From an optimization exercise on the open Yosys and OpenROAD flow, aimed at small area, a short achievable clock period and few clock cycles per item; shortcuts taken in it are not production practice.
Only simulation tests tie the RTL to the original design; equivalence was not proved.

### flow/constraint.sdc
create_clock -name core_clock -period 6.0 [get_ports {clk}]
set_input_delay 1.2000 -clock core_clock [delete_from_list [all_inputs] [get_ports {clk}]]
set_output_delay 1.2000 -clock core_clock [all_outputs]
set_load 0.01 [all_outputs]
### flow/flow/run.sh
#!/bin/bash
# The standard layout (the standard.sh, standard synthesis unchanged),
# with the port buffers that global placement inserts made of the smallest
# buffer cell instead of the resizer's default pick. Every input and output
# port still gets its own buffer.
set -e
cp standard.sh standard.sh.log
export BUFFER_PORTS_ARGS="-buffer_cell sky130_fd_sc_hd__buf_1"
bash standard.sh > standard.log 2>&1
### flow/standard.sh
#!/bin/bash
# synth_recipe.tcl (not shown) runs the flow's synth.tcl, then flattens the netlist and writes it again
# the make line also repeats each setting of config.mk as NAME=value (left out here)
make -C /OpenROAD-flow-scripts/flow DESIGN_CONFIG=/design/flow/config.mk WORK_HOME=/design/flow/orfs CLKGATE_MAP_FILE= SYNTH_SCRIPT=/design/flow/synth_recipe.tcl "${@:-finish}"
### flow/config.mk
export PLATFORM = sky130hd
export DESIGN_NAME = cordic
export DESIGN_NICKNAME = cordic
export VERILOG_FILES = /design/flow/design.v
export SDC_FILE = /design/flow/constraint.sdc
export NUM_CORES = 4
export LEC_CHECK = 0
export ABC_AREA = 1
export CAP_MARGIN = 20
export CORE_MARGIN = 2
export CORE_UTILIZATION = 60
export GPL_TIMING_DRIVEN = 1
export PLACE_DENSITY = 0.95
export SETUP_SLACK_MARGIN = 2.8
export SLEW_MARGIN = 20
### flow/design.v
module rom (
	input  [2:0]  addr,
	output [15:0] q
);
	assign q = (addr == 3'd0) ? 16'ha062 : (addr == 3'd1) ? 16'h04ea :
	           (addr == 3'd2) ? 16'hdbba : (addr == 3'd3) ? 16'h4042 :
	           (addr == 3'd4) ? 16'hbfbe : (addr == 3'd5) ? 16'h2446 :
	           (addr == 3'd6) ? 16'hfb16 : 16'h5f9e;
endmodule
module cordic_core (
	input             clk, rst, en,
	input      [15:0] z,
	input      [15:0] q,
	output     [2:0]  addr,
	output reg        done,
	output     [15:0] x, y
);
	reg               busy;
	reg        [3:0]  m;       
	reg signed [15:0] xr, yr, zr;
	reg               inr;     
	reg               dn;      
	reg        [2:0]  kd;      
	reg        [3:0]  zs;      
	wire accept = en & ~busy;
	wire inr_v  = (zr[15:10] == 6'b000000) | (zr[15:10] == 6'b111111);
	function lt;
		input [15:0] a, c;
		integer i;
		begin
			lt = 1'b0;
			for (i = 0; i < 16; i = i + 1)
				if (c[i] ^ (i == 15))
					lt = ~(a[i] ^ (i == 15)) | lt;
				else
					lt = ~(a[i] ^ (i == 15)) & lt;
		end
	endfunction
	wire d0 = z[15];
	wire d1 = d0 ? lt(z, -16'sd12868) : lt(z, 16'sd12868);
	wire d2 = d0 ? (d1 ? lt(z, -16'sd20464) : lt(z, -16'sd5272))
	             : (d1 ? lt(z,  16'sd5272)  : lt(z,  16'sd20464));
	wire [15:0] x2 = (d1 == d0) ? (d0 ? 16'h136e : 16'h136f) : (d0 ? 16'h3a4c : 16'h3a4b);
	wire [15:0] y2 = d1 ? (d0 ? 16'hc5b5 : 16'h136f) : (d0 ? 16'hec91 : 16'h3a4b);
	wire signed [15:0] yc = yr ^ {16{~dn}};
	wire signed [15:0] xc = xr ^ {16{dn}};
	wire signed [15:0] yc2 = yc >>> 2;
	wire signed [15:0] xc2 = xc >>> 2;
	wire        [15:0] oy = yc2 >>> m;
	wire        [15:0] ox = xc2 >>> m;
	wire        [15:0] qa = ({16{zs[1]}} & 16'h07f5) | ({16{zs[2]}} & 16'h03ff);
	wire        [15:0] oz = zs[0] ? q : (qa ^ {16{~dn}});
	wire               cz = ~zs[0] & ~dn;
	wire        [16:0] sx = {xr, 1'b1} + {oy, ~dn};
	wire        [16:0] sy = {yr, 1'b1} + {ox, dn};
	wire        [16:0] sz = {zr, 1'b1} + {oz, cz};
	always @(posedge clk) begin
		if (accept) begin
			xr <= x2;
			yr <= y2;
			zr <= z;
			dn <= d2;
			m  <= 4'd0;
			zs <= 4'b0001;
		end else begin
			xr <= sx[16:1];
			yr <= sy[16:1];
			zr <= (|zs[2:0]) ? sz[16:1] : {zr[15], zr[13:0], 1'b0};
			m  <= m + 4'd1;
			zs <= {zs[2:0], 1'b0};
			if (|zs[2:0])
				dn <= sz[16];
			else if (zs[3] ? inr_v : inr)
				dn <= ~zr[9];
			else
				dn <= zr[15];
		end
		if (zs[3])
			inr <= inr_v;
		kd <= {d2, d1, d0};    
	end
	always @(posedge clk, posedge rst) begin
		if (rst) begin
			busy <= 1'b0;
			done <= 1'b0;
		end else begin
			busy <= accept | (busy & (m != 4'd12));
			done <= busy & (m == 4'd12);
		end
	end
	assign addr = kd;
	assign x = xr;
	assign y = yr;
endmodule
module cordic (
	input                clk, rst, en,
	output               done,
	input  signed [15:0] z,
	output signed [15:0] x, y
);
	wire [2:0]  rom_addr;
	wire [15:0] rom_data;
	cordic_core u_cordic_core (
		.clk(clk), .rst(rst), .en(en), .z(z),
		.addr(rom_addr), .q(rom_data),
		.done(done), .x(x), .y(y)
	);
	rom u_rom (.addr(rom_addr), .q(rom_data));
endmodule
==> results of run 1 <==
synthesized netlist by cell type, types with 2 or more instances:
cell | instances | area (sq um)
o21ai_1 | 23 | 115.1
nand2_1 | 250 | 938.4
inv_1 | 98 | 367.9
a22oi_1 | 13 | 97.59
a21o_1 | 4 | 30.03
nor3_1 | 5 | 25.02
o21ai_2 | 7 | 61.31
nand4_1 | 7 | 43.79
o211ai_1 | 6 | 45.04
clkinv_1 | 2 | 7.510
o221ai_1 | 2 | 17.52
fa_1 | 3 | 60.06
buf_2 | 15 | 75.07
o31ai_1 | 4 | 30.03
o21bai_1 | 6 | 45.04
xnor2_1 | 24 | 210.2
nor2_1 | 76 | 285.3
nand3b_1 | 7 | 52.55
clkbuf_1 | 8 | 30.03
ha_1 | 48 | 600.6
buf_12 | 2 | 40.04
dfxtp_1 | 60 | 1201
o21ai_0 | 93 | 465.5
dfrtp_1 | 2 | 50.05
xor2_1 | 20 | 175.2
or2_2 | 5 | 31.28
a21boi_1 | 3 | 22.52
mux2i_1 | 5 | 50.05
nand2_2 | 2 | 12.51
nand3_1 | 47 | 235.2
a21oi_1 | 86 | 430.4
metrics by stage:
step	util	area (sq um)	hold WS, ps
floorplan	-	6012	431.1
global placement	0.6368	6196	450.0
finish	0.6919	6731	470.5
global route	0.6919	6731	478.5
detailed placement	0.6368	6196	452.3
CTS	0.6644	6464	460.0
flip-flops by register name, indices dropped and copies added (netlist names):
| signal | cells |
|---|---|
| u_cordic_core.yr | 16 |
| u_cordic_core.busy | 1 |
| u_cordic_core.kd | 3 |
| u_cordic_core.done | 1 |
| u_cordic_core.m | 4 |
| u_cordic_core.xr | 16 |
| u_cordic_core.inr | 1 |
| u_cordic_core.zs | 4 |
| u_cordic_core.zr | 16 |
| u_cordic_core.dn | 1 |
worst reg2reg max path: cells and delay by family, from the launching register on:
kind	cells	cell delay (ps)
xor gates and xnor gates	1	160
DFF	1	350
AOI/OAI and AO/OA	7	1070
adders and majority gates	1	380
and+or+nand+nor	6	530
buffers and inverters	3	450
timing repair:
action | CTS | global route
endpoints found under the setup margin | 38 | 27
gates resized for setup | 15 | 38
pin swaps | 0 | 4
buffers inserted | 4 | 14
gates cloned | 3 | 0
metal layers:
metal / up-vias / global-route usage / wire (microns) / share of wire
met3: 85 / 0.05075 / 1368 / 0.079
met2: 348 / 0.5277 / 8328 / 0.48
li1: 3279 / - / - / -
met4: 0 / 0.1863 / 779 / 0.045
met1: 2958 / 0.3577 / 6785 / 0.39
met5: - / 0 / 0 / 0
worst paths after layout:
kind	endpoint	depth (start not counted)
worst max register to register	u_cordic_core.xr[8]$_DFF_P_	18
worst min register to register	u_cordic_core.zs[2]$_SDFF_PP0_	2
worst min-delay path	u_cordic_core.zs[2]$_SDFF_PP0_	2
worst max-delay path	u_cordic_core.xr[8]$_DFF_P_	18
min in group asynchronous	u_cordic_core.busy$_DFF_PP0_	2
max in group asynchronous	u_cordic_core.done$_DFF_PP0_	2
cells by family after synthesis:
family	Yosys count
muxes	5
DFF	63
buffers and inverters	130
and+or+nand+nor	403
adders and majority gates	51
xor gates and xnor gates	45
AOI/OAI and AO/OA	252
area by class of cell:
type / count / area (sq um) / area share
timing repair inverter: 3 / 22.52 / 0.003346
timing repair buffer: 70 / 354.1 / 0.05260
clock inverter: 3 / 17.52 / 0.002602
tap: 133 / 166.4 / 0.02472
clock buffer: 13 / 158.9 / 0.02361
sequential: 63 / 1297 / 0.1928
inverter: 101 / 396.6 / 0.05892
multi-input combinational: 756 / 4318 / 0.6414
==> summary.md, run 1 <==
| Metric | Value |
|---|---|
| Status | timing/DRC/antenna clean |
| Compound-Gate Fraction of Synth Area | 0.2333 |
| Most frequent cells in the layout | nand2_1, inv_1, o21ai_0, a21oi_1, nor2_1 |
| CP max stage delay | 380 ps |
| Final worst slack | 2931 ps |
| Routed Antenna Nets | 0 |
| Max-capacitance violation count | 0 |
| Worst slack, placed | 2029 ps |
| Top-Level Pins | 52 |
| GPL Wtd Cong | ~0.97 |
| Worst min path class | reg2reg |
| Simple-gate share of the synthesized area | 0.2751 |
| Setup TNS Final | 0 ps |
| CP Launch Type | register |
| CP Data Arrival Time | 3330 ps |
| Mapped Cells | 949 |
| Drt via density | 5.841 |
| Skew final | 11.12 ps |
| Residual DRC | 0 |
| Register area share after synthesis | 0.2131 |
| RSZ-0062 raised after global routing | true |
| GRT Overall Usage | 0.3073 |
| FILL cells | 796 |
| Commonest non-fill, non-tap cell in the layout | nand2_1 |
| Yosys reg bits | 63 |
| Via count | 6,670 |
| Global-route wire length before repair | between 20,000 and 30,000 microns |
| Detail Placement HPWL | 11,970 microns |
| Fmax | 325.9 MHz |
| Cts bufs inserted | 9 |
| CP delay by family, top | compound AO/OA/AOI/OAI gates |
| P&R area growth vs syn | 11.97% |
| Post-Syn Area per Cell | 6.335 sq um |
| Largest net degree at the start of global routing | between 40 and 50 |
| Global route overflow | 0 |
| Root Buffer Master | clkbuf_8 |
| Number of core rows | 36 |
| Xor/xnor share of the synthesized area | 0.06681 |
| EDFF count, synth | 1 |
| Final Non-Filler Cells | around 1,100 |
| Hold Violations, Final | 0 |
| Post-CTS Hold Fix Bufs | 0 |
| Reg2reg setup slack | 2930 ps |
| Final Max Tran Viols | 0 |
| Clock Sink Count | 63 |
| Ys flop type | dfxtp_1 |
| ANT cells | 0 |
| YS warnings | 1 |
| Detailed router's first-iteration violation count | roughly 420 |
| CP required | approximately 6300 ps |
| Synth Area in Adders | 0.1099 |
| Initial Util | 0.6179 |
| # nets final | 1,074 |
| Final WL | 17,260 microns |
| Worst path cell trace | buf_12 -> buf_4 -> xnor2_2 -> o21ai_0 -> o21ai_0 -> o221ai_1 -> o21ai_1 -> ha_1 -> a21oi_2 -> nand2_2 -> a21oi_4 -> o21ai_2 -> inv_1 -> nor2_1 -> nor2_1 -> nand2_1 -> nand3_1 -> nand2_1 |
| Critical path class | reg2reg |
| Placed Cells | 1,105 |
| Pre-antenna DRT Iters | 5 |
| Die Wd | 104.1 microns |
| Min Clock Period, post-route | 3069 ps |
| Clk buf depth | 2 |
| Number of distinct library cells after synthesis | 47 |
| Crit end category | register |
| Mapped Nets | just over 1,000 |
| Tcrit/Tclk final | 0.5114 |
| I/O Buffers | slightly above 50 |
| Crit path from | u_cordic_core.dn$_DFF_P_ |
| Initial antenna violation count | 0 |
| Crit-path slowest cell | ha_1 |
| Post-synthesis mux area share | 0.008325 |
| Layout cells sized above 1 | 0.08722 |
| Worst r2r src | u_cordic_core.dn$_DFF_P_ |
| CP bufs+invs | 3 |
| Clock Latency Late Sink | ~370 ps |
| TritonCTS clock tree | yes |
| Relative slew slack | 0.5708 |
| Hold path start | u_cordic_core.zs[1]$_SDFF_PP0_ |
| Largest family of logic cells by synthesized area | simple AND/OR/NAND/NOR gates |
| H-tree levels | 3 |
| Critical-path maximum fanout | 17 |
| Synth Cell Area | 0.006012 sq mm |
| Routed WL per cell | between 15 and 20 microns |
| Die ar. | 0.01084 sq mm |
| Die Y-Extent | 104.1 microns |
| Core Box Area | 0.009729 sq mm |
| Vias in the first global route | ~6,200 |
| Clock slew at reported path FFs | roughly 80 ps |
| Fraction of synthesis flops using an asynchronous set or reset pin | 0.03175 |
| Final setup viols | 0 |
| Worst-Margin Slew | 643.1 ps |
Testbench counts, summed over its fixed seeds: cycles 33,600, items 2,400.
==> run 2: changes to the inputs <==
--- a/flow/config.mk
+++ b/flow/config.mk
@@ -11,5 +11,5 @@
 export CORE_UTILIZATION = 60
 export GPL_TIMING_DRIVEN = 1
-export PLACE_DENSITY = 0.95
+export PLACE_DENSITY = 0.85
 export SETUP_SLACK_MARGIN = 2.8
 export SLEW_MARGIN = 20
==> summary.md, run 2 <==
| Metric | Value |
|---|---|
| Clock slew at reported path FFs | 80 ps (about the same) |
| Worst slack, placed | 2007 ps (-22.27 ps) |
| # nets final | 1,075 (+0.093%) |
| Initial Util | 0.6179 (unchanged) |
| Fraction of synthesis flops using an asynchronous set or reset pin | 0.03175 (unchanged) |
| Fmax | 327.4 MHz (+0.46%) |
| Most frequent cell after synthesis | nand2_1 |
| P&R area growth vs syn | 11.82% |
| Status | timing/DRC/antenna clean |
| Hold Crit Depth | 2 (unchanged) |
| Most frequent cells in the layout | nand2_1, inv_1, a21oi_1, o21ai_0, nor2_1 |
| Final core utilization | 0.6910 (-0.0009000) |
| Final Non-Filler Cells | 1,143 (+0.088%) |
| Clock Sink Count | 63 (unchanged) |
| Worst path cell trace | buf_12 -> xor2_4 -> nand2_1 -> o21ai_0 -> nand2_1 -> o21ai_0 -> o21ai_1 -> o21ai_1 -> ha_1 -> a21oi_1 -> nand2_1 -> a21boi_2 -> o21ai_2 -> a21oi_1 -> nand2_1 -> nand3_1 -> nand2_1 |
| Synth Cell Area | 0.006012 sq mm (unchanged) |
| Mapped Nets | 1,019 (unchanged) |
| Die Wd | 104.1 microns (unchanged) |
| EDFF count, synth | 1 (unchanged) |
| Max-capacitance violation count | 0 (unchanged) |
| Worst-Margin Slew | 997.3 ps (+354.2 ps) |
| YS warnings | 1 (unchanged) |
| Die Y-Extent | 104.1 microns (unchanged) |
| Post-synth top area cell | dfxtp_1 |
| Skew final | 13.15 ps (+2.030 ps) |
| Worst r2r src | u_cordic_core.dn$_DFF_P_ |
| Top-Level Pins | 52 (unchanged) |
| Global-route wire length before repair | 27,460 microns (-0.37%) |
| Detailed router's first-iteration violation count | 504 (+21%) |
| Critical-path maximum fanout | 17 (unchanged) |
| GPL Wtd Cong | 0.9526 (-1.8%) |
| Yosys top cell area share | 0.1998 (unchanged) |
| CP Data Arrival Time | 3310 ps (-20 ps) |
| Crit-path slowest cell | dfxtp_4 |
| Placed Cells | 1,107 (+0.18%) |
| Number of core rows | 36 (unchanged) |
| Commonest non-fill, non-tap cell in the layout | nand2_1 |
| Detail Placement HPWL | 12,360 microns (+3.2%) |
| Commonest cells in the netlist | nand2_1, inv_1, o21ai_0, a21oi_1, nor2_1 |
| Clk buf depth | 2 (unchanged) |
| Final setup viols | 0 (unchanged) |
| Min Clock Period, post-route | 3055 ps (-14.06 ps) |
| Biggest regs | u_cordic_core.xr x16, u_cordic_core.yr x16, u_cordic_core.zr x16 |
| Root Buffer Master | clkbuf_8 |
| CP Launch Type | register |
| CP dominant cell by count | nand2_1 |
| Ys flop type | dfxtp_1 |
| ANT cells | 0 (unchanged) |
| Final WL | 16,960 microns (-1.8%) |
| Setup TNS Final | 0 ps (unchanged) |
| Routed Antenna Nets | 0 (unchanged) |
| Largest net degree at the start of global routing | 41 (-2.4%) |
| RSZ-0062 raised after global routing | true |
| CP delay by family, top | compound AO/OA/AOI/OAI gates |
| CP max stage delay | 390 ps (about the same) |
| Die ar. | 0.01084 sq mm (unchanged) |
| Number of distinct library cells after synthesis | 47 (unchanged) |
| Via count | 6,615 (-0.82%) |
| Residual DRC | 0 (unchanged) |
| Clock Latency Late Sink | 370 ps (about the same) |
| Hold path start | u_cordic_core.zs[1]$_SDFF_PP0_ |
| Global route overflow | 0 (unchanged) |
| Post-route cell area | 0.006723 sq mm (-0.13%) |
| Post-Syn Area per Cell | 6.335 sq um (unchanged) |
| Reg2reg setup slack | 2950 ps (about the same) |
| Hold Violations, Final | 0 (unchanged) |
| TritonCTS clock tree | yes |
| FILL cells | 875 (+9.9%) |
| Cts bufs inserted | 9 (unchanged) |
| H-tree levels | 3 (unchanged) |
| Mapped Cells | 949 (unchanged) |
| WHS | 462.1 ps (-8.449 ps) |
| Final worst slack | 2945 ps (+14.06 ps) |
| Layout cells sized above 1 | 0.08416 (-0.003057) |
| Initial antenna violation count | 0 (unchanged) |
| Multi-input logic area | 0.004305 sq mm (-0.29%) |
| Worst-case reg-to-reg path depth | 17 (-1) |
| Worst min path class | reg2reg |
| Relative slew slack | 0.3327 (-0.2381) |
| Routed WL per cell | 14.84 microns (-1.9%) |
| Reg area | 0.001295 sq mm (-0.19%) |
| Pre-antenna DRT Iters | 7 (+2) |
| Crit end category | register |
| Drt via density | 5.787 (-0.91%) |
| Yosys reg bits | 63 (unchanged) |
| Placed Instance Area | 0.006211 sq mm (+0.24%) |
| Area contributors post-synth | dfxtp_1, nand2_1, ha_1, o21ai_0, a21oi_1 |
| Core Box Area | 0.009729 sq mm (unchanged) |
| I/O Buffers | 51 (unchanged) |
| Critical path class | reg2reg |
| CP required | 6250 ps (about the same) |
| Final Max Tran Viols | 0 (unchanged) |
| Tcrit/Tclk final | 0.5091 (-0.002343) |
| Register area share after synthesis | 0.2131 (unchanged) |
| CP bufs+invs | 1 (-2) |
| GRT Overall Usage | 0.3073 (about the same) |
| RR Endpoint | u_cordic_core.yr[9]$_DFF_P_ |
| Worst Hold End | u_cordic_core.zs[2]$_SDFF_PP0_ |
| Vias in the first global route | 5,901 (-4.1%) |
run 2: cell count changes in the layout (fill, tap and decap cells not counted), sizes merged:
cell,change
bufinv,+1
buf,+1
clkinvlp,+1
clkbuf,-2
clkinv,-2
inv,+2
run 2: kinds of logic after synthesis:
family / count (synthesis) / share of synthesized area
compound gates: 252 / 0.2333
fa+ha+maj: 51 / 0.1099
flops: 63 / 0.2131
simple gates: 403 / 0.2751
xor+xnor: 45 / 0.06681
mux: 5 / 0.008325
buf+inv: 130 / 0.09344
run 2: area by class of cell:
cell class	instances	share of cell area
clock buffers	11	0.01954
clock inverters	5	0.008747
inverters	101	0.05825
multi-input cells	756	0.6404
flip-flops and latches	63	0.1926
well taps	133	0.02475
repair buffers	71	0.05267
repair inverters	3	0.002978
run 2: worst min-delay path, stage by stage, from the launching register on:
cell	delay [ps]
dfxtp_1	330
inv_1	60
nor2_1	30
run 2: per-layer routing:
metal	vias up	GRT usage	wire length (microns)	share of wire
li1	3284	-	-	-
met1	2995	0.3784	7104	0.42
met2	294	0.5367	8283	0.49
met3	42	0.05138	1167	0.069
met4	0	0.1149	402	0.024
met5	-	0	0	0
run 2: worst max path at each step:
stage,from,to,slack (ps),cells past startpoint
floorplan,u_cordic_core.dn$_DFF_P_,u_cordic_core.yr[9]$_DFF_P_,3300,18
global placement,u_cordic_core.m[0]$_SDFF_PP0_,u_cordic_core.xr[11]$_DFF_P_,2000,16
detailed placement,u_cordic_core.m[0]$_SDFF_PP0_,u_cordic_core.xr[11]$_DFF_P_,2010,16
CTS,u_cordic_core.m[1]$_SDFF_PP0_,u_cordic_core.yr[9]$_DFF_P_,2810,15
global route,u_cordic_core.dn$_DFF_P_,u_cordic_core.xr[11]$_DFF_P_,2670,22
finish,u_cordic_core.dn$_DFF_P_,u_cordic_core.yr[9]$_DFF_P_,2950,17
run 2: timing repair:
item | in CTS | in global routing
gates resized for setup | 16 | 33
gates cloned | 2 | 1
hold buffers | 0 | 0
setup buffers | 1 | 16
pin swaps | 0 | 4
setup endpoints to repair | 31 | 23
==> run 3: changes to the inputs <==
--- a/flow/config.mk
+++ b/flow/config.mk
@@ -12,4 +12,4 @@
 export GPL_TIMING_DRIVEN = 1
 export PLACE_DENSITY = 0.85
-export SETUP_SLACK_MARGIN = 2.8
+export SETUP_SLACK_MARGIN = 2.7
 export SLEW_MARGIN = 20
==> summary.md, run 3 <==
| Metric | Value |
|---|---|
| Min Clock Period, post-route | 3133 ps (+78.35 ps) |
| Final core utilization | 0.6848 (-0.006173) |
| Yosys top cell area share | 0.1998 (unchanged) |
| Post-synth top area cell | dfxtp_1 |
| Initial Util | 0.6179 (unchanged) |
| Relative slew slack | 0.3412 (+0.008552) |
| Register area share after synthesis | 0.2131 (unchanged) |
| RSZ-0062 raised after global routing | true |
| Max-capacitance violation count | 0 (unchanged) |
| WHS | 462.3 ps (+0.1660 ps) |
| CP Data Arrival Time | 3380 ps (+70 ps) |
| Commonest non-fill, non-tap cell in the layout | nand2_1 |
| Reg2reg setup slack | 2870 ps (-80 ps) |
| Worst-case reg-to-reg path depth | 15 (-2) |
| Core Box Area | 0.009729 sq mm (unchanged) |
| Post-Syn Area per Cell | 6.335 sq um (unchanged) |
| Clock slew at reported path FFs | 80 ps (about the same) |
| Hold path start | u_cordic_core.zs[1]$_SDFF_PP0_ |
| Drt via density | 5.796 (+0.15%) |
| Root Buffer Master | clkbuf_8 |
| Die Y-Extent | 104.1 microns (unchanged) |
| Ys flop type | dfxtp_1 |
| Biggest regs | u_cordic_core.xr x16, u_cordic_core.yr x16, u_cordic_core.zr x16 |
| TritonCTS clock tree | yes |
| Status | timing/DRC/antenna clean |
| CP bufs+invs | 1 (unchanged) |
| Hold Violations, Final | 0 (unchanged) |
| Detailed router's first-iteration violation count | 445 (-12%) |
| Worst Hold End | u_cordic_core.zs[2]$_SDFF_PP0_ |
| H-tree levels | 3 (unchanged) |
| Number of core rows | 36 (unchanged) |
| P&R area growth vs syn | 10.82% |
| RR Endpoint | u_cordic_core.yr[9]$_DFF_P_ |
| GRT Overall Usage | 0.3073 (unchanged) |
| # nets final | 1,074 (-0.093%) |
| Detail Placement HPWL | 12,360 microns (unchanged) |
| Routed WL per cell | 14.80 microns (-0.26%) |
| Number of distinct library cells after synthesis | 47 (unchanged) |
| Worst path cell trace | buf_12 -> xor2_1 -> o21ai_0 -> o21ai_0 -> o21ai_1 -> o21ai_1 -> ha_1 -> nand3_1 -> nand2_1 -> a21boi_1 -> o21ai_2 -> a21oi_1 -> or2_1 -> nand3_1 -> nand2_1 |
| Fraction of synthesis flops using an asynchronous set or reset pin | 0.03175 (unchanged) |
| Routed Antenna Nets | 0 (unchanged) |
| EDFF count, synth | 1 (unchanged) |
| Vias in the first global route | 5,887 (-0.24%) |
| Worst r2r src | u_cordic_core.dn$_DFF_P_ |
| Most frequent cells in the layout | nand2_1, inv_1, o21ai_0, a21oi_1, nor2_1 |
| Cts bufs inserted | 9 (unchanged) |
| Die Wd | 104.1 microns (unchanged) |
| Final Max Tran Viols | 0 (unchanged) |
| Reg area | 0.001295 sq mm (unchanged) |
| Crit-path slowest cell | dfxtp_4 |
| Final setup viols | 0 (unchanged) |
| CP required | 6250 ps (about the same) |
| Largest net degree at the start of global routing | 41 (unchanged) |
| CP delay by family, top | compound AO/OA/AOI/OAI gates |
| Layout cells sized above 1 | 0.07433 (-0.009827) |
| YS warnings | 1 (unchanged) |
| Area contributors post-synth | dfxtp_1, nand2_1, ha_1, o21ai_0, a21oi_1 |
| Tcrit/Tclk final | 0.5222 (+0.01306) |
| Worst min path class | reg2reg |
| Crit end category | register |
| Via count | 6,619 (+0.060%) |
| Critical-path maximum fanout | 17 (unchanged) |
| I/O Buffers | 51 (unchanged) |
| CP max stage delay | 370 ps (-20 ps) |
| Synth Cell Area | 0.006012 sq mm (unchanged) |
| Worst-Margin Slew | 984.6 ps (-12.78 ps) |
| Most frequent cell after synthesis | nand2_1 |
| Final WL | 16,900 microns (-0.35%) |
| Pre-antenna DRT Iters | 8 (+1) |
| ANT cells | 0 (unchanged) |
| CP Launch Type | register |
| Clock Sink Count | 63 (unchanged) |
| Hold Crit Depth | 2 (unchanged) |
| Mapped Cells | 949 (unchanged) |
| Skew final | 12.55 ps (-0.5954 ps) |
| GPL Wtd Cong | 0.9526 (unchanged) |
| Commonest cells in the netlist | nand2_1, inv_1, o21ai_0, a21oi_1, nor2_1 |
| Residual DRC | 0 (unchanged) |
| Yosys reg bits | 63 (unchanged) |
| Post-CTS Hold Fix Bufs | 0 (unchanged) |
| Fmax | 319.2 MHz (-2.5%) |
| Setup TNS Final | 0 ps (unchanged) |
| Critical path class | reg2reg |
| Initial antenna violation count | 0 (unchanged) |
| Global route overflow | 0 (unchanged) |
| Multi-input logic area | 0.004250 sq mm (-1.3%) |
| FILL cells | 893 (+2.1%) |
| Top-Level Pins | 52 (unchanged) |
| Clock Latency Late Sink | 360 ps (about the same) |
| Global-route wire length before repair | 27,460 microns (about the same) |
| Mapped Nets | 1,019 (unchanged) |
| Clk buf depth | 2 (unchanged) |
| Die ar. | 0.01084 sq mm (unchanged) |
## run 3: how the worst max path moves through the flow
| stage | cells after the start | endpoint | slack (ps) | startpoint |
|---|---|---|---|---|
| after floorplan | 18 | u_cordic_core.yr[9]$_DFF_P_ | 3300 | u_cordic_core.dn$_DFF_P_ |
| after global placement | 16 | u_cordic_core.xr[11]$_DFF_P_ | 2000 | u_cordic_core.m[0]$_SDFF_PP0_ |
| after detailed placement | 16 | u_cordic_core.xr[11]$_DFF_P_ | 2010 | u_cordic_core.m[0]$_SDFF_PP0_ |
| after CTS | 18 | u_cordic_core.xr[11]$_DFF_P_ | 2720 | u_cordic_core.dn$_DFF_P_ |
| after global routing | 19 | u_cordic_core.xr[11]$_DFF_P_ | 2550 | u_cordic_core.dn$_DFF_P_ |
| final | 15 | u_cordic_core.yr[9]$_DFF_P_ | 2870 | u_cordic_core.dn$_DFF_P_ |
## run 3: worst min-delay path, stage by stage, from the launching register on
cell and delay (ps):
dfxtp_1 330, inv_1 60, nor2_1 30
## run 3: layer usage
metal / track usage / share of wire / up-vias
li1: - / - / 3282
met1: 0.3792 / 0.42 / 2975
met2: 0.5357 / 0.48 / 306
met4: 0.1149 / 0.028 / 0
met3: 0.05138 / 0.072 / 56
met5: 0 / 0 / -
## run 3: final cells by class
class | count | area share
clock inverter | 5 | 0.008826
multi-input combinational | 756 | 0.6379
inverter | 101 | 0.05878
timing repair inverter | 2 | 0.002254
clock buffer | 11 | 0.01972
timing repair buffer | 71 | 0.05315
sequential | 63 | 0.1944
tap | 133 | 0.02498
## run 3: what timing repair did
item                                    in CTS  in global routing
buffers inserted                             1                 16
gates cloned                                 2                  0
pin swaps                                    0                  2
gates resized for setup                     13                 24
endpoints found under the setup margin      29                 23
## run 3: logic make-up after synthesis
group | after synthesis | share of synthesized area
flops | 63 | 0.2131
fa+ha+maj | 51 | 0.1099
compound gates | 252 | 0.2333
buf+inv | 130 | 0.09344
mux | 5 | 0.008325
simple gates | 403 | 0.2751
xor+xnor | 45 | 0.06681
## run 3: per-stage QoR
stage	setup WS, ps	cells	instance area, sq um
after floorplan	3299	949	6012
after CTS	2721	1126	6462
after global placement	2003	1107	6211
after global routing	2552	1142	6663
after detailed placement	2007	1107	6211
final	2867	1142	6663
==> run 4: changes to the inputs <==
--- a/flow/config.mk
+++ b/flow/config.mk
@@ -12,4 +12,4 @@
 export GPL_TIMING_DRIVEN = 1
 export PLACE_DENSITY = 0.85
-export SETUP_SLACK_MARGIN = 2.7
+export SETUP_SLACK_MARGIN = 2.9
 export SLEW_MARGIN = 20
==> summary.md, run 4 <==
| Metric | Value |
|---|---|
| Status | timing/DRC/antenna clean |
| Via count | 6,672 (+0.80%) |
| Met2 WL | 8550 microns (+4.4%) |
| Root Buffer Master | clkbuf_8 |
| Initial antenna violation count | 0 (unchanged) |
| EDFF count, synth | 1 (unchanged) |
| Clock Sink Count | 63 (unchanged) |
| Most frequent cells in the layout | nand2_1, inv_1, a21oi_1, o21ai_0, nor2_1 |
| Number of distinct library cells after synthesis | 47 (unchanged) |
| CP required | 6320 ps (+70 ps) |
| P&R area growth vs syn | 14.19% |
| Die Wd | 104.1 microns (unchanged) |
| GPL Wtd Cong | 0.9526 (unchanged) |
| WL met1 | 7053 microns (+0.43%) |
| FILL cells | 833 (-6.7%) |
| RSZ-0062 raised after global routing | true |
| Global route overflow | 0 (unchanged) |
| Detail Placement HPWL | 12,360 microns (unchanged) |
| I/O Buffers | 51 (unchanged) |
| Cts bufs inserted | 9 (unchanged) |
| Fraction of synthesis flops using an asynchronous set or reset pin | 0.03175 (unchanged) |
| Number of core rows | 36 (unchanged) |
| Met3 WL | 1338 microns (+10%) |
| Largest net degree at the start of global routing | 41 (unchanged) |
| Core Box Area | 0.009729 sq mm (unchanged) |
| Die ar. | 0.01084 sq mm (unchanged) |
| CP Launch Type | register |
| Mapped Cells | 949 (unchanged) |
| Initial Util | 0.6179 (unchanged) |
| Most frequent cell after synthesis | nand2_1 |
| Placed Instance Area | 0.006211 sq mm (unchanged) |
| Final Non-Filler Cells | 1,148 (+0.53%) |
| Final setup viols | 0 (unchanged) |
| Routed WL per cell | 15.16 microns (+2.5%) |
| Final core utilization | 0.7056 (+0.02083) |
| Worst slack, placed | 2007 ps (unchanged) |
| Max-capacitance violation count | 0 (unchanged) |
| Ys flop type | dfxtp_1 |
| Yosys top cell area share | 0.1998 (unchanged) |
| Yosys reg bits | 63 (unchanged) |
| Fmax | 336.4 MHz (+5.4%) |
| Area contributors post-synth | dfxtp_1, nand2_1, ha_1, o21ai_0, a21oi_1 |
| Skew final | 11.45 ps (-1.100 ps) |
| Mapped Nets | 1,019 (unchanged) |
| Crit end category | register |
| Die Y-Extent | 104.1 microns (unchanged) |
| Clock Latency Late Sink | 370 ps (about the same) |
| Multi-input logic area | 0.004400 sq mm (+3.5%) |
| Detailed router's first-iteration violation count | 498 (+12%) |
| # nets final | 1,080 (+0.56%) |
| Vias in the first global route | 5,950 (+1.1%) |
| YS warnings | 1 (unchanged) |
| Worst-case reg-to-reg path depth | 19 (+4) |
| Pre-antenna DRT Iters | 5 (-3) |
| CP Data Arrival Time | 3290 ps (-90 ps) |
| Biggest regs | u_cordic_core.xr x16, u_cordic_core.yr x16, u_cordic_core.zr x16 |
| H-tree levels | 3 (unchanged) |
| Residual DRC | 0 (unchanged) |
| Drt via density | 5.812 (+0.27%) |
| TritonCTS clock tree | yes |
| Top-Level Pins | 52 (unchanged) |
| Routed Antenna Nets | 0 (unchanged) |
| Post-synth top area cell | dfxtp_1 |
| Commonest non-fill, non-tap cell in the layout | nand2_1 |
| ANT cells | 0 (unchanged) |
| Clk buf depth | 2 (unchanged) |
| Final Max Tran Viols | 0 (unchanged) |
| Min Clock Period, post-route | 2972 ps (-160.5 ps) |
| Critical path class | reg2reg |
| Top sig layer | met4 |
| Reg area | 0.001297 sq mm (+0.19%) |
| Final WL | 17,400 microns (+3.0%) |
| WHS | 463.5 ps (+1.187 ps) |
| Final worst slack | 3028 ps (+160.5 ps) |
| Post-route cell area | 0.006865 sq mm (+3.0%) |
| Commonest cells in the netlist | nand2_1, inv_1, o21ai_0, a21oi_1, nor2_1 |
| Worst-Margin Slew | 972.0 ps (-12.52 ps) |
| Hold Crit Depth | 2 (unchanged) |
| Worst min path class | reg2reg |
| Post-Syn Area per Cell | 6.335 sq um (unchanged) |
| Register area share after synthesis | 0.2131 (unchanged) |
| Critical-path maximum fanout | 17 (unchanged) |
| Tcrit/Tclk final | 0.4954 (-0.02676) |
| Relative slew slack | 0.3496 (+0.008379) |
| GRT Overall Usage | 0.3102 (+0.002911) |
| Hold Violations, Final | 0 (unchanged) |
| Synth Cell Area | 0.006012 sq mm (unchanged) |
| Clock slew at reported path FFs | 80 ps (about the same) |
| Global-route wire length before repair | 27,680 microns (+0.80%) |
| Placed Cells | 1,107 (unchanged) |
| Setup TNS Final | 0 ps (unchanged) |
| Layout cells sized above 1 | 0.1103 (+0.03601) |
## run 4: cell counts after synthesis
Identical to the previous run, type by type.
## run 4: cell families (layout without fill, tap and decap cells)
| kind of cell | Yosys count | after routing | synth area share |
|---|---|---|---|
| flip-flops | 63 | 63 | 0.2131 |
| XOR/XNOR | 45 | 45 | 0.06681 |
| buffers and inverters | 130 | 196 | 0.09344 |
| multiplexers | 5 | 5 | 0.008325 |
| adder cells (fa/ha/maj) | 51 | 51 | 0.1099 |
| AND/OR/NAND/NOR | 403 | 403 | 0.2751 |
| AO/OA/AOI/OAI | 252 | 252 | 0.2333 |
## run 4: worst paths after layout
kind	startpoint	to	slack [ps]
max in group asynchronous	rst	u_cordic_core.done$_DFF_PP0_	5250
min	u_cordic_core.zs[1]$_SDFF_PP0_	u_cordic_core.zs[2]$_SDFF_PP0_	460
max	u_cordic_core.dn$_DFF_P_	u_cordic_core.yr[13]$_DFF_P_	3030
min in group asynchronous	rst	u_cordic_core.busy$_DFF_PP0_	640
min reg2reg	u_cordic_core.zs[1]$_SDFF_PP0_	u_cordic_core.zs[2]$_SDFF_PP0_	460
max reg2reg	u_cordic_core.dn$_DFF_P_	u_cordic_core.yr[13]$_DFF_P_	3030
## run 4: worst max-delay path, cell delays in order, from the launching register on
cell	delay, ps
dfxtp_4	370
buf_12	180
xnor2_1	230
nand2_1	80
o21ai_1	170
nand2_1	100
o21ai_0	120
nor2_1	60
o21ai_0	200
inv_1	70
ha_1	360
nand2_1	90
nor2_1	180
nand3_1	120
nand3_1	160
nand2_1	70
nand2_1	80
xor2_1	170
nand2_1	70
nand2_1	60
## run 4: area by class of cell
class,instances,share of cell area
inverter,101,0.05777
clock buffer,11,0.01914
timing repair inverter,3,0.003280
sequential,63,0.1890
clock inverter,5,0.008566
multi-input combinational,756,0.6410
tap,133,0.02424
timing repair buffer,76,0.05704
## run 4: what timing repair did
item / CTS / global route
gates resized for setup: 21 / 60
setup endpoints to repair: 35 / 24
hold buffers: 0 / 0
pin swaps: 2 / 12
buffers inserted: 3 / 19
cloned: 3 / 0
## run 4: layer usage
metal / up-vias / global-route usage
met5: - / 0
met4: 0 / 0.1168
met3: 51 / 0.05451
met2: 304 / 0.5423
met1: 3027 / 0.3796
li1: 3290 / -
==> run 5: changes to the inputs <==
--- a/flow/config.mk
+++ b/flow/config.mk
@@ -11,5 +11,4 @@
 export CORE_UTILIZATION = 60
 export GPL_TIMING_DRIVEN = 1
-export PLACE_DENSITY = 0.85
 export SETUP_SLACK_MARGIN = 2.9
 export SLEW_MARGIN = 20
==> summary.md, run 5 <==
| Metric | Value |
|---|---|
| Status | timing/DRC/antenna clean |
| Commonest cells in the netlist | nand2_1, inv_1, o21ai_0, a21oi_1, nor2_1 |
| Routed WL per cell | 15.81 microns (+4.3%) |
| Max-capacitance violation count | 0 (unchanged) |
| Clk buf depth | 2 (unchanged) |
| CP Data Arrival Time | 3300 ps (about the same) |
| YS warnings | 1 (unchanged) |
| RR Endpoint | u_cordic_core.xr[8]$_DFF_P_ |
| Biggest regs | u_cordic_core.xr x16, u_cordic_core.yr x16, u_cordic_core.zr x16 |
| Routed Antenna Nets | 0 (unchanged) |
| Register area share after synthesis | 0.2131 (unchanged) |
| Fmax | 328.7 MHz (-2.3%) |
| Critical-path maximum fanout | 7 (-10) |
| Worst r2r src | u_cordic_core.dn$_DFF_P_ |
| Area contributors post-synth | dfxtp_1, nand2_1, ha_1, o21ai_0, a21oi_1 |
| Detailed router's first-iteration violation count | 554 (+11%) |
| Critical path class | reg2reg |
| CP max stage delay | 450 ps (+80 ps) |
| Hold path start | u_cordic_core.zs[1]$_SDFF_PP0_ |
| Final Max Tran Viols | 0 (unchanged) |
| Min Clock Period, post-route | 3043 ps (+70.24 ps) |
| Via count | 6,749 (+1.2%) |
| Synth Cell Area | 0.006012 sq mm (unchanged) |
| Met1 usage | 0.3922 (+0.01264) |
| Number of distinct library cells after synthesis | 47 (unchanged) |
| CP Launch Type | register |
| Grt met3 use | 0.03634 (-0.01817) |
| Number of core rows | 36 (unchanged) |
| Worst slack, placed | 1904 ps (-102.4 ps) |
| Most frequent cells in the layout | nand2_1, inv_1, a21oi_1, o21ai_0, nor2_1 |
| Crit path from | u_cordic_core.dn$_DFF_P_ |
| Yosys reg bits | 63 (unchanged) |
| Relative slew slack | 0.5592 (+0.2096) |
| EDFF count, synth | 1 (unchanged) |
| Vias in the first global route | 6,102 (+2.6%) |
| Cts bufs inserted | 9 (unchanged) |
| Die Y-Extent | 104.1 microns (unchanged) |
| Final setup viols | 0 (unchanged) |
| Post-Syn Area per Cell | 6.335 sq um (unchanged) |
| # nets final | 1,087 (+0.65%) |
| Clock slew at reported path FFs | 80 ps (about the same) |
| I/O Buffers | 51 (unchanged) |
| H-tree levels | 3 (unchanged) |
| Worst-Margin Slew | 660.5 ps (-311.6 ps) |
| Die Wd | 104.1 microns (unchanged) |
| Tcrit/Tclk final | 0.5071 (+0.01171) |
| Initial antenna violation count | 0 (unchanged) |
| Root Buffer Master | clkbuf_8 |
| Layout cells sized above 1 | 0.1096 (-0.0007558) |
| Worst min path class | reg2reg |
| Global-route wire length before repair | 29,100 microns (+5.1%) |
| Setup TNS Final | 0 ps (unchanged) |
| TritonCTS clock tree | yes |
| Global route overflow | 0 (unchanged) |
| Simple-gate share of the synthesized area | 0.2751 (unchanged) |
| ANT cells | 0 (unchanged) |
| Drt via density | 5.843 (+0.54%) |
| Final Non-Filler Cells | 1,155 (+0.61%) |
| GPL Wtd Cong | 0.9525 (about the same) |
| Clock Sink Count | 63 (unchanged) |
| Worst path cell trace | buf_6 -> xnor2_1 -> nand2_1 -> o21ai_1 -> nand2_1 -> o21ai_0 -> o21ai_1 -> o21ai_1 -> ha_1 -> a21oi_1 -> nand2_2 -> a21oi_4 -> o21ai_2 -> inv_1 -> nor2_1 -> nor2_1 -> nand2_1 -> nand3_1 -> nand2_1 |
| Initial Util | 0.6179 (unchanged) |
| Synth Area in Adders | 0.1099 (unchanged) |
| Busiest grt layer | met2 |
| Post-synthesis mux area share | 0.008325 (unchanged) |
| Most frequent cell after synthesis | nand2_1 |
| Crit path to | u_cordic_core.xr[8]$_DFF_P_ |
| Fraction of synthesis flops using an asynchronous set or reset pin | 0.03175 (unchanged) |
| Pre-antenna DRT Iters | 7 (+2) |
| GRT Overall Usage | 0.3283 (+0.01812) |
| P&R area growth vs syn | 15.11% |
| Crit end category | register |
| CP dominant cell by count | nand2_1 |
| Yosys top cell area share | 0.1998 (unchanged) |
| Die ar. | 0.01084 sq mm (unchanged) |
| Clock Latency Late Sink | 370 ps (about the same) |
| Post-synth top area cell | dfxtp_1 |
| Commonest non-fill, non-tap cell in the layout | nand2_1 |
| Residual DRC | 0 (unchanged) |
| Reg2reg setup slack | 2960 ps (-70 ps) |
| CP delay by family, top | compound AO/OA/AOI/OAI gates |
| Final WL | 18,260 microns (+4.9%) |
| RSZ-0062 raised after global routing | true |
| Mapped Nets | 1,019 (unchanged) |
| Worst-case reg-to-reg path depth | 19 (unchanged) |
| Compound-Gate Fraction of Synth Area | 0.2333 (unchanged) |
| Crit-path slowest cell | dfxtp_4 |
| Final worst slack | 2957 ps (-70.24 ps) |
| Largest net degree at the start of global routing | 41 (unchanged) |
| Skew final | 9.619 ps (-1.833 ps) |
| Largest family of logic cells by synthesized area | simple AND/OR/NAND/NOR gates |
| Xor/xnor share of the synthesized area | 0.06681 (unchanged) |
| Detail Placement HPWL | 13,270 microns (+7.4%) |
| CP required | 6250 ps (-70 ps) |
| Core Box Area | 0.009729 sq mm (unchanged) |
| Hold Violations, Final | 0 (unchanged) |
| Mapped Cells | 949 (unchanged) |
| Placed Cells | 1,106 (-0.090%) |
| Critical path depth | 19 (unchanged) |
| Met2 Use GR | 0.6024 (+0.06015) |
| CP bufs+invs | 2 (unchanged) |
| Top-Level Pins | 52 (unchanged) |
| Ys flop type | dfxtp_1 |
run 5: how the worst min path moves through the flow:
stage                                     end  slack (ps)  cells past startpoint
2_1_floorplan  u_cordic_core.zs[3]$_SDFF_PP0_         430                      2
3_3_place_gp   u_cordic_core.zs[2]$_SDFF_PP0_         450                      2
3_5_place_dp   u_cordic_core.zs[2]$_SDFF_PP0_         450                      2
4_1_cts        u_cordic_core.zs[2]$_SDFF_PP0_         460                      2
5_1_grt          u_cordic_core.busy$_DFF_PP0_         510                      2
6_report       u_cordic_core.zs[2]$_SDFF_PP0_         470                      2
run 5: repair_timing:
item,CTS,global route
resized for setup,19,50
pin swaps,0,10
cloned,2,1
hold buffers,0,0
setup buffers,10,20
setup endpoints to repair,40,27
run 5: area by class of cell:
type,count,area [sq um]
sequential,63,1297
inverter,101,396.6
multi-input combinational,756,4364
timing repair inverter,2,15.01
timing repair buffer,84,473.0
fill,887,2809
clock inverter,5,56.30
clock buffer,11,151.4
tap,133,166.4
run 5: cell families (layout without fill, tap and decap cells):
family          count (synthesis)  after routing
compound gates                252            252
xor+xnor                       45             45
mux                             5              5
simple gates                  403            403
fa+ha+maj                      51             51
flops                          63             63
buf+inv                       130            203
run 5: metal layers:
metal,vias up,wire length [microns]
met5,-,0
met4,0,756
met3,62,1071
met2,297,9093
met1,3092,7334
li1,3298,-
run 5: worst register-to-register path, delay by kind of cell (launching register included):
kind | cells | cell delay (ps)
flops | 1 | 450
fa+ha+maj | 1 | 320
simple gates | 8 | 610
xor+xnor | 1 | 150
buf+inv | 2 | 260
compound gates | 7 | 1140
run 5: through the flow:
step	hold slack, ps	cell area [sq um]	utilization
after floorplan	431.1	6012	-
after global placement	448.2	6203	0.6376
after detailed placement	451.2	6203	0.6376
after CTS	464.9	6558	0.6740
after global routing	506.3	6920	0.7113
final	470.3	6920	0.7113
==> run 6: changes to the inputs <==
==> flow/flow/run.sh (replaced) <==
#!/bin/bash
# The standard layout (the standard.sh, standard synthesis unchanged),
# with two changes to how the layout is made:
# - the port buffers that global placement inserts are the smallest buffer
#   cell instead of the resizer's default pick (every input and output port
#   still gets its own buffer);
# - clock tree synthesis clusters the clock sinks into larger groups, so the
#   small register count is reached through fewer clock buffers.
set -e
cp standard.sh standard.sh.log
export BUFFER_PORTS_ARGS="-buffer_cell sky130_fd_sc_hd__buf_1"
export CTS_ARGS="-sink_clustering_enable -repair_clock_nets -sink_clustering_size 32 -sink_clustering_max_diameter 150 -buf_list sky130_fd_sc_hd__clkbuf_8"
bash standard.sh > standard.log 2>&1
--- a/flow/config.mk
+++ b/flow/config.mk
@@ -11,4 +11,4 @@
 export CORE_UTILIZATION = 60
 export GPL_TIMING_DRIVEN = 1
-export SETUP_SLACK_MARGIN = 2.9
+export SETUP_SLACK_MARGIN = 2.8
 export SLEW_MARGIN = 20
==> summary.md, run 6 <==
| Metric | Value |
|---|---|
| Status | timing/DRC/antenna clean |
| Setup TNS Final | 0 ps (unchanged) |
| Commonest cells in the netlist | nand2_1, inv_1, o21ai_0, a21oi_1, nor2_1 |
| Fraction of synthesis flops using an asynchronous set or reset pin | 0.03175 (unchanged) |
| Max-capacitance violation count | 0 (unchanged) |
| Area contributors post-synth | dfxtp_1, nand2_1, ha_1, o21ai_0, a21oi_1 |
| Global route overflow | 0 (unchanged) |
| Post-synth top area cell | dfxtp_1 |
| Tcrit/Tclk final | 0.5106 (+0.003470) |
| Number of core rows | 36 (unchanged) |
| CP dominant cell by count | nand2_1 |
| Mapped Nets | 1,019 (unchanged) |
| CP bufs+invs | 2 (unchanged) |
| Most frequent cell after synthesis | nand2_1 |
| Final setup viols | 0 (unchanged) |
| Pre-antenna DRT Iters | 5 (-2) |
| Critical path class | reg2reg |
| CP required | 6260 ps (about the same) |
| Ys flop type | dfxtp_1 |
| H-tree levels | 3 (unchanged) |
| Cts bufs inserted | 9 (unchanged) |
| Min Clock Period, post-route | 3063 ps (+20.82 ps) |
| Mapped Cells | 949 (unchanged) |
| Drt via density | 5.800 (-0.74%) |
| Critical path depth | 19 (unchanged) |
| Relative slew slack | 0.2680 (-0.2913) |
| CP max stage delay | 470 ps (+20 ps) |
| Initial antenna violation count | 0 (unchanged) |
| Yosys reg bits | 63 (unchanged) |
| Core Box Area | 0.009729 sq mm (unchanged) |
| Most frequent cells in the layout | nand2_1, inv_1, a21oi_1, o21ai_0, nor2_1 |
| Via count | 6,676 (-1.1%) |
| Crit-path slowest cell | dfxtp_4 |
| EDFF count, synth | 1 (unchanged) |
| Skew final | 7.580 ps (-2.039 ps) |
| GRT Overall Usage | 0.3237 (-0.004639) |
| Critical-path maximum fanout | 7 (unchanged) |
| I/O Buffers | 51 (unchanged) |
| Root Buffer Master | clkbuf_8 |
| Die Y-Extent | 104.1 microns (unchanged) |
| Clock Sink Count | 63 (unchanged) |
| Layout cells sized above 1 | 0.09627 (-0.01332) |
| Vias in the first global route | 6,077 (-0.41%) |
| Residual DRC | 0 (unchanged) |
| RSZ-0062 raised after global routing | true |
| Routed Antenna Nets | 0 (unchanged) |
| Yosys top cell area share | 0.1998 (unchanged) |
| Worst min path class | reg2reg |
| Die Wd | 104.1 microns (unchanged) |
| Commonest non-fill, non-tap cell in the layout | nand2_1 |
| CP delay by family, top | compound AO/OA/AOI/OAI gates |
| Biggest regs | u_cordic_core.xr x16, u_cordic_core.yr x16, u_cordic_core.zr x16 |
| Register area share after synthesis | 0.2131 (unchanged) |
| Detail Placement HPWL | 13,270 microns (unchanged) |
| Synth Cell Area | 0.006012 sq mm (unchanged) |
| Hold Violations, Final | 0 (unchanged) |
| Worst-case reg-to-reg path depth | 19 (unchanged) |
| Final core utilization | 0.7028 (-0.008488) |
| YS warnings | 1 (unchanged) |
| # nets final | 1,083 (-0.37%) |
| TritonCTS clock tree | yes |
| Final WL | 18,020 microns (-1.3%) |
| Crit path from | u_cordic_core.dn$_DFF_P_ |
| Post-Syn Area per Cell | 6.335 sq um (unchanged) |
| Die ar. | 0.01084 sq mm (unchanged) |
| Clock Latency Late Sink | 370 ps (about the same) |
| Hold path start | u_cordic_core.zs[1]$_SDFF_PP0_ |
| Global-route wire length before repair | 28,750 microns (-1.2%) |
| GPL Wtd Cong | 0.9525 (unchanged) |
| Initial Util | 0.6179 (unchanged) |
| CP Launch Type | register |
| Worst-Margin Slew | 1094 ps (+433.5 ps) |
| Worst path cell trace | buf_6 -> xnor2_1 -> nand2_1 -> o21ai_1 -> nand2_1 -> o21ai_0 -> o21ai_1 -> o21ai_1 -> ha_1 -> a21oi_1 -> nand2_2 -> a21oi_4 -> o21ai_2 -> inv_1 -> nor2_1 -> nor2_1 -> nand2_1 -> nand3_1 -> nand2_1 |
| Hold Crit Depth | 2 (unchanged) |
| ANT cells | 0 (unchanged) |
| Clock slew at reported path FFs | 80 ps (about the same) |
| Worst r2r src | u_cordic_core.dn$_DFF_P_ |
| Largest net degree at the start of global routing | 41 (unchanged) |
| Detailed router's first-iteration violation count | 517 (-6.7%) |
| Top-Level Pins | 52 (unchanged) |
| Clk buf depth | 2 (unchanged) |
| Crit end category | register |
| Fmax | 326.4 MHz (-0.68%) |
| CP Data Arrival Time | 3320 ps (+20 ps) |
| Final Max Tran Viols | 0 (unchanged) |
| Routed WL per cell | 15.66 microns (-0.93%) |
| P&R area growth vs syn | 13.74% |
| Number of distinct library cells after synthesis | 47 (unchanged) |
==> run 6: cell count changes in the layout (fill, tap and decap cells not counted), sizes merged <==
cell and delta:
buf -4, clkinv -1, inv +1
==> run 6: per-stage QoR <==
stage | hold WS [ps] | cell area, sq um | cells | setup slack (ps)
final | 466.5 | 6838 | 1151 | 2937
after global routing | 505.2 | 6838 | 1151 | 2713
after global placement | 448.2 | 6203 | 1106 | 1934
after detailed placement | 451.2 | 6203 | 1106 | 1904
after floorplan | 431.1 | 6012 | 949 | 3299
after CTS | 464.9 | 6506 | 1130 | 2803
==> run 6: final timing paths <==
check / slack (ps) / end
min: 470 / u_cordic_core.zs[2]$_SDFF_PP0_
min reg2reg: 470 / u_cordic_core.zs[2]$_SDFF_PP0_
max reg2reg: 2940 / u_cordic_core.xr[8]$_DFF_P_
max: 2940 / u_cordic_core.xr[8]$_DFF_P_
max in group asynchronous: 5240 / u_cordic_core.busy$_DFF_PP0_
min in group asynchronous: 650 / u_cordic_core.done$_DFF_PP0_
==> run 6: per-layer routing <==
metal / track usage / up-vias / wire length, microns
met5: 0 / - / 0
met3: 0.03571 / 49 / 898
met4: 0.1236 / 0 / 657
met2: 0.5912 / 241 / 9061
met1: 0.3880 / 3094 / 7405
li1: - / 3292 / -
==> run 6: repair_timing <==
action,CTS,global route
resized for setup,15,41
cloned,2,1
endpoints found under the setup margin,36,22
hold endpoints to repair,0,0
pin swaps,0,6
hold buffers,0,0
setup buffers,6,20
==> run 6: cells by family after synthesis <==
kind of cell / after synthesis / share of synthesized area
fa+ha+maj: 51 / 0.1099
flops: 63 / 0.2131
compound gates: 252 / 0.2333
xor+xnor: 45 / 0.06681
buf+inv: 130 / 0.09344
mux: 5 / 0.008325
simple gates: 403 / 0.2751
==> run 6: area by class of cell <==
type / count / area [sq um]
clock buffer: 11 / 151.4
sequential: 63 / 1296
timing repair buffer: 80 / 442.9
inverter: 101 / 394.1
timing repair inverter: 2 / 15.01
clock inverter: 5 / 56.30
multi-input combinational: 756 / 4315
tap: 133 / 166.4
fill: 899 / 2892
==> run 6: worst reg2reg max path: stages (launching register included) <==
cell and delay, ps:
dfxtp_4 470, buf_6 200, xnor2_1 170, nand2_1 80, o21ai_1 130, nand2_1 70
o21ai_0 120, o21ai_1 160, o21ai_1 190, ha_1 320, a21oi_1 230, nand2_2 130
a21oi_4 200, o21ai_2 100, inv_1 70, nor2_1 40, nor2_1 90, nand2_1 50
nand3_1 70, nand2_1 60
==> run 7: changes to the inputs <==
--- a/flow/flow/run.sh
+++ b/flow/flow/run.sh
@@ -10,4 +10,4 @@
 cp standard.sh standard.sh.log
 export BUFFER_PORTS_ARGS="-buffer_cell sky130_fd_sc_hd__buf_1"
-export CTS_ARGS="-sink_clustering_enable -repair_clock_nets -sink_clustering_size 32 -sink_clustering_max_diameter 150 -buf_list sky130_fd_sc_hd__clkbuf_8"
+export CTS_ARGS="-repair_clock_nets -root_buf sky130_fd_sc_hd__clkbuf_16 -buf_list sky130_fd_sc_hd__clkbuf_16"
 bash standard.sh > standard.log 2>&1
==> summary.md, run 7 <==
| Metric | Value |
|---|---|
| Die Wd | 104.1 microns (unchanged) |
| Area contributors post-synth | dfxtp_1, nand2_1, ha_1, o21ai_0, a21oi_1 |
| WHS | 462.3 ps (-4.148 ps) |
| # nets final | 1,090 (+0.65%) |
| CP max stage delay | 450 ps (-20 ps) |
| Mapped Nets | 1,019 (unchanged) |
| Tcrit/Tclk final | 0.5091 (-0.001515) |
| Final worst slack | 2946 ps (+9.090 ps) |
| Fraction of synthesis flops using an asynchronous set or reset pin | 0.03175 (unchanged) |
| Post-CTS Hold Fix Bufs | 0 (unchanged) |
| Die ar. | 0.01084 sq mm (unchanged) |
| CP Launch Type | register |
| CP Data Arrival Time | 3280 ps (-40 ps) |
| Top-Level Pins | 52 (unchanged) |
| Yosys top cell area share | 0.1998 (unchanged) |
| Max-capacitance violation count | 0 (unchanged) |
| Residual DRC | 0 (unchanged) |
| Worst slack, placed | 1904 ps (unchanged) |
| Fmax | 327.4 MHz (+0.30%) |
| Worst path cell trace | buf_6 -> xor2_1 -> nand2_1 -> nand2_1 -> o21ai_0 -> o21ai_1 -> o21ai_1 -> ha_1 -> a21oi_1 -> nand2_1 -> a21oi_4 -> o21ai_2 -> inv_1 -> nor2_1 -> nor2_1 -> nand2_1 -> nand3_1 -> nand2_1 |
| Skew final | 6.917 ps (-0.6630 ps) |
| Yosys reg bits | 63 (unchanged) |
| Detail Placement HPWL | 13,270 microns (unchanged) |
| P&R area growth vs syn | 16.30% |
| RSZ-0062 raised after global routing | false |
| Relative slew slack | 0.5611 (+0.2932) |
| Global route overflow | 0 (unchanged) |
| CP delay by family, top | compound AO/OA/AOI/OAI gates |
| Commonest non-fill, non-tap cell in the layout | nand2_1 |
| Clock slew at reported path FFs | 60 ps (-20 ps) |
| Die Y-Extent | 104.1 microns (unchanged) |
| Detailed router's first-iteration violation count | 510 (-1.4%) |
| CP dominant cell by count | nand2_1 |
| CP required | 6230 ps (-30 ps) |
| EDFF count, synth | 1 (unchanged) |
| Root Buffer Master | clkbuf_16 |
| Min Clock Period, post-route | 3054 ps (-9.090 ps) |
| Crit end category | register |
| Post-Syn Area per Cell | 6.335 sq um (unchanged) |
| Global-route wire length before repair | 29,390 microns (+2.2%) |
| Largest net degree at the start of global routing | 41 (unchanged) |
| Clock Latency Late Sink | 340 ps (-30 ps) |
| TritonCTS clock tree | yes |
| Routed WL per cell | 16.07 microns (+2.6%) |
| Mapped Cells | 949 (unchanged) |
| Pre-antenna DRT Iters | 6 (+1) |
| Final Max Tran Viols | 0 (unchanged) |
| Core Box Area | 0.009729 sq mm (unchanged) |
| Drt via density | 5.870 (+1.2%) |
| Biggest regs | u_cordic_core.xr x16, u_cordic_core.yr x16, u_cordic_core.zr x16 |
| Clk buf depth | 2 (unchanged) |
| Commonest cells in the netlist | nand2_1, inv_1, o21ai_0, a21oi_1, nor2_1 |
| FILL cells | 880 (-2.1%) |
| Final WL | 18,600 microns (+3.2%) |
| Vias in the first global route | 6,121 (+0.72%) |
| Via count | 6,798 (+1.8%) |
| Initial antenna violation count | 0 (unchanged) |
| GPL Wtd Cong | 0.9525 (unchanged) |
| ANT cells | 0 (unchanged) |
| Register area share after synthesis | 0.2131 (unchanged) |
| Hold Violations, Final | 0 (unchanged) |
| Cts bufs inserted | 9 (unchanged) |
| CP bufs+invs | 2 (unchanged) |
| Worst-Margin Slew | 657.6 ps (-436.4 ps) |
| Routed Antenna Nets | 0 (unchanged) |
| Layout cells sized above 1 | 0.1034 (+0.007147) |
| Most frequent cells in the layout | nand2_1, inv_1, a21oi_1, o21ai_0, nor2_1 |
| Final setup viols | 0 (unchanged) |
| Crit-path slowest cell | dfxtp_4 |
| Critical path class | reg2reg |
| Number of core rows | 36 (unchanged) |
| YS warnings | 1 (unchanged) |
| Status | timing/DRC/antenna clean |
| Synth Cell Area | 0.006012 sq mm (unchanged) |
| Setup TNS Final | 0 ps (unchanged) |
| Critical-path maximum fanout | 6 (-1) |
| Post-synth top area cell | dfxtp_1 |
| Initial Util | 0.6179 (unchanged) |
| Most frequent cell after synthesis | nand2_1 |
| Ys flop type | dfxtp_1 |
| H-tree levels | 3 (unchanged) |
| Clock Sink Count | 63 (unchanged) |
| GRT Overall Usage | 0.3327 (+0.009013) |
| Number of distinct library cells after synthesis | 47 (unchanged) |
| Worst min path class | reg2reg |
| I/O Buffers | 51 (unchanged) |
run 7: cell counts after synthesis:
No cell type changed its count.
run 7: layer usage:
metal  GRT usage  vias to the layer above  routed length [microns]
li1            -                     3310                        -
met2      0.6024                      313                     9367
met5           0                        -                        0
met3     0.05514                       56                     1182
met4      0.1139                        0                      614
met1      0.3969                     3119                     7439
run 7: cell families (layout without fill, tap and decap cells):
family                     after synthesis  count (layout)  share of synthesized area
muxes                                    5               5                   0.008325
AOI/OAI and AO/OA                      252             252                     0.2333
xor gates and xnor gates                45              45                    0.06681
buffers and inverters                  130             206                    0.09344
and+or+nand+nor                        403             403                     0.2751
adders and majority gates               51              51                     0.1099
DFF                                     63              63                     0.2131
run 7: final timing paths:
| path | start | end | slack, ps | depth (start not counted) |
|---|---|---|---|---|
| min in group asynchronous | rst | u_cordic_core.done$_DFF_PP0_ | 680 | 2 |
| worst max register to register | u_cordic_core.dn$_DFF_P_ | u_cordic_core.xr[8]$_DFF_P_ | 2950 | 18 |
| max in group asynchronous | rst | u_cordic_core.busy$_DFF_PP0_ | 5210 | 2 |
| worst min-delay path | u_cordic_core.zs[1]$_SDFF_PP0_ | u_cordic_core.zs[2]$_SDFF_PP0_ | 460 | 2 |
| worst min register to register | u_cordic_core.zs[1]$_SDFF_PP0_ | u_cordic_core.zs[2]$_SDFF_PP0_ | 460 | 2 |
| worst max-delay path | u_cordic_core.dn$_DFF_P_ | u_cordic_core.xr[8]$_DFF_P_ | 2950 | 18 |
run 7: per-stage QoR:
| stage | utilization | cell area [sq um] | cells |
|---|---|---|---|
| 6_report | 0.7186 | 6992 | 1158 |
| 5_1_grt | 0.7186 | 6992 | 1158 |
| 3_5_place_dp | 0.6376 | 6203 | 1106 |
| 2_1_floorplan | - | 6012 | 949 |
| 3_3_place_gp | 0.6376 | 6203 | 1106 |
| 4_1_cts | 0.6764 | 6581 | 1129 |
run 7: timing repair:
item / CTS / global route
gates cloned: 3 / 1
gates resized for setup: 16 / 46
endpoints found under the setup margin: 36 / 25
setup buffers: 4 / 28
pin swaps: 0 / 10
run 7: worst register-to-register path, delay by kind of cell, from the launching register on:
family / cells / cell delay [ps]
adders and majority gates: 1 / 350
buffers and inverters: 2 / 260
DFF: 1 / 450
and+or+nand+nor: 8 / 650
xor gates and xnor gates: 1 / 230
AOI/OAI and AO/OA: 6 / 980
run 7: layout make-up:
cell class	instances	area [sq um]	share of cell area
flip-flops and latches	63	1297	0.1856
repair inverters	3	22.52	0.003221
repair buffers	86	489.2	0.06997
inverters	101	396.6	0.05673
well taps	133	166.4	0.02380
multi-input cells	756	4330	0.6194
clock inverters	7	63.81	0.009127
clock buffers	9	225.2	0.03221

==> separate check: timing with driven ports <==
Ports are ideal in the flow. The routed layouts listed here were re-timed in OpenROAD.
Step 1, drivers: a clkbuf_16 drives clk and a buf_2 each remaining input, both assumed.
Step 2 times the ports against the registers' clock, not the clock port: input delays grow and output delays shrink by t, the midpoint of the rising clock arrivals with the driver on.
Slacks: no drivers / after step 1 / after step 2; pairs: no drivers / after step 1.
run	t, ns	slack for setup (ns)	hold slack, ns	slew at the worst register clock pin (ns)
run 1	0.397	2.931 / 2.931 / 2.757	0.471 / 0.471 / 0.471	0.08 / 0.08
run 2	0.394	2.945 / 2.945 / 2.882	0.462 / 0.462 / 0.462	0.08 / 0.08
run 3	0.392	2.867 / 2.867 / 2.867	0.462 / 0.462 / 0.462	0.08 / 0.08
run 4	0.398	3.028 / 3.028 / 2.908	0.463 / 0.463 / 0.463	0.08 / 0.08
run 5	0.395	2.957 / 2.957 / 2.760	0.470 / 0.470 / 0.470	0.08 / 0.08
run 6	0.397	2.937 / 2.937 / 2.632	0.466 / 0.466 / 0.466	0.08 / 0.08
run 7	0.383	2.946 / 2.946 / 2.781	0.462 / 0.462 / 0.462	0.06 / 0.06
After both steps setup and hold are still met in every run listed. The setup slack of run 6, which loses most, moves by 0.000 ns with the drivers and by -0.305 ns with both steps.
